Source: an optimization exercise on an open RTL-to-GDS flow (aim: a short achievable clock period and few clock cycles). Production flows keep margins and buffers that such runs may drop.
Function was checked by simulation only, so behaviour that the tests miss may differ from the original.
No activity file was given, so power comes from the tool's default toggle rates.

## main
==> flow/design.v <==
module proj1(Clk, Rst, MemQ_IO, MemRW_IO, MemAddr_IO, MemD_IO);
input Clk;
input Rst;
input [15:0] MemQ_IO;
output MemRW_IO;
output [7:0] MemAddr_IO;
output [15:0] MemD_IO;
reg [7:0]  pc;         
reg [7:0]  addr;       
reg        we;         
reg        opc;        
reg [15:0] acc;
reg [15:0] mdr;        
reg m_add, m_or, m_ld, m_mul;
reg x_add, x_or, x_ld, x_mul, x_neg;
reg [191:0] mt;       
assign MemAddr_IO = addr;
assign MemRW_IO = we;
assign MemD_IO = acc;
wire [11:0] t_lo = mt[12*mdr[3:0] +: 12];
wire [11:0] t_hi = mt[12*mdr[7:4] +: 12];
wire [15:0] prod = {t_lo[11:4] + t_hi, t_lo[3:0]};
wire [15:0] sum = acc + mdr;
wire idle = ~(x_add | x_or | x_ld | x_mul | x_neg);
wire [15:0] acc_nx = ({16{x_add}} & sum) | ({16{x_or}} & (acc | mdr)) | ({16{x_ld}} & mdr) |
                     ({16{x_mul}} & prod) | ({16{x_neg}} & ~acc) | ({16{idle}} & acc);
wire [15:0] cz = {acc[14:0] | mdr[14:0], 1'b0};
wire add_z = ((acc ^ mdr) == cz);
wire z = (idle & (acc == 16'd0)) | (x_neg & (acc == 16'hFFFF)) | (x_ld & (mdr == 16'd0)) |
         (x_or & ((acc | mdr) == 16'd0)) | (x_mul & ((acc[7:0] == 8'd0) | (mdr[7:0] == 8'd0))) |
         (x_add & add_z);
wire [7:0] op = MemQ_IO[7:0];
wire [7:0] a  = MemQ_IO[15:8];
wire hi0    = (op[7:4] == 4'd0);
wire d_add  = hi0 & (op[3:0] == 4'd1);
wire d_or   = hi0 & (op[3:0] == 4'd2);
wire d_jmp  = hi0 & (op[3:0] == 4'd3);
wire d_jz   = hi0 & (op[3:0] == 4'd4);
wire d_ld   = hi0 & (op[3:0] == 4'd5);
wire d_st   = hi0 & (op[3:0] == 4'd6);
wire d_mul  = hi0 & (op[3:0] == 4'd9);
wire d_neg  = hi0 & (op[3:0] == 4'd10);
wire d_mem  = d_add | d_or | d_ld | d_mul;
wire take   = d_jmp | (d_jz & z);
wire [7:0] pc1 = pc + 8'd1;
wire fetch  = ~opc & ~we;
integer j;
always @(posedge Clk) begin
	mdr <= MemQ_IO;
	for (j = 0; j < 16; j = j + 1)
		mt[12*j +: 12] <= acc[7:0] * j;
	m_add <= d_add;
	m_or  <= d_or;
	m_ld  <= d_ld;
	m_mul <= d_mul;
	if (Rst) begin
		pc <= 8'd0;
		addr <= 8'd0;
		we <= 1'b0;
		opc <= 1'b0;
		acc <= 16'd0;
		{x_add, x_or, x_ld, x_mul, x_neg} <= 5'd0;
	end else begin
		acc <= acc_nx;
		if (fetch) begin
			pc <= take ? a : pc1;
			addr <= (d_mem | d_st | take) ? a : pc1;
			opc <= d_mem;
			we <= d_st;
			{x_add, x_or, x_ld, x_mul, x_neg} <= {4'd0, d_neg};
		end else begin
			addr <= pc;
			opc <= 1'b0;
			we <= 1'b0;
			{x_add, x_or, x_ld, x_mul, x_neg} <= opc ? {m_add, m_or, m_ld, m_mul, 1'b0} : 5'd0;
		end
	end
end
endmodule
Settings: LEC_CHECK=0, ABC_CLOCK_PERIOD_IN_PS=2000, CAP_MARGIN=20, CORE_MARGIN=2, CORE_UTILIZATION=40, SETUP_SLACK_MARGIN=5, SLEW_MARGIN=20, TNS_END_PERCENT=100; clock period 7.0 ns.
run.sh (not shown) runs the stock make flow with config.mk's settings and CLKGATE_MAP_FILE= SYNTH_SCRIPT=/design/flow/synth_recipe.tcl, a recipe that flattens the netlist after the stock synthesis.
Testbench counts of main, summed over its fixed seeds: cycles 14,256.
What the feature branch does differently from main at the input level:
Settings: clearing ABC_CLOCK_PERIOD_IN_PS, which used to be 2000; clearing SETUP_SLACK_MARGIN, which used to be 5; clearing TNS_END_PERCENT, which used to be 100.
==> comparison <==
- Comparing the two runs side by side, the feature branch comes out behind main on shortest clock period the worst path allows after layout.
- mdr[1]$_DFF_P_ as the critical path launch point was reported by the feature branch, and mdr[0]$_DFF_P_ by main.
- [the feature branch] part of the power in combinational logic fell 3.2 points relative to main
- Re global-route met3 utilization: the feature branch is 1.1 points down on main.

* * *

proj1, a different RTL version from the one above (not shown whole).
For scale: ~2000 cells after synthesis, roughly 43 I/O pins, ~19000 µm² of cells after synthesis.
clock: 7.0 ns
lec_check: 0
abc_clock_period_in_ps: 1000
cap_margin: 20
core_margin: 2
core_utilization: 40
setup_slack_margin: 4.6
slew_margin: 20
tns_end_percent: 100
The baseline passed the timing, design-rule and antenna checks.
Testbench counts at the start, summed over its fixed seeds: cycles 12,651.
==> next run, changes <==
--- a/flow/config.mk
+++ b/flow/config.mk
@@ -7,3 +7,3 @@
 export LEC_CHECK = 0
-export ABC_CLOCK_PERIOD_IN_PS = 1000
+export ABC_CLOCK_PERIOD_IN_PS = 300
 export CAP_MARGIN = 20
What happened: Sequential power barely changes. Cell count stays the same. Hold slack stays the same. Synthesized cell count is unchanged. Via count is unchanged. Wire length is unchanged. Die area stays the same. Setup slack stays the same. Sequential share of layout area stays the same. Clock skew is unchanged. Synthesized area stays the same.

separate check: timing with driven ports:
In the flow no input, the clock included, has a driving cell. The finished layouts below were timed again as built, in two steps. Step 1, drivers: a clkbuf_16 drives Clk and a buf_2 each remaining input, both assumed. Step 2 moves the port delays by t, midway between the first and last clock arrival at a register: inputs arrive t later, outputs are due t later. That takes back most of the time a late clock gives input paths. Slacks: ideal / step 1 / step 2; pairs: ideal / step 1.
run | shift t [ns] | setup WS [ns] | latest minus earliest clock arrival (ns)
main | 0.482 | 3.514 / 3.514 / 3.514 | 0.012 / 0.012
the feature branch | 0.475 | 2.752 / 2.752 / 2.752 | 0.015 / 0.014
the first run of note 2 | 0.581 | 3.260 / 3.260 / 2.939 | 0.030 / 0.030
the second run of note 2 | 0.581 | 3.260 / 3.260 / 2.939 | 0.030 / 0.030
After both steps every run listed still meets setup and hold.
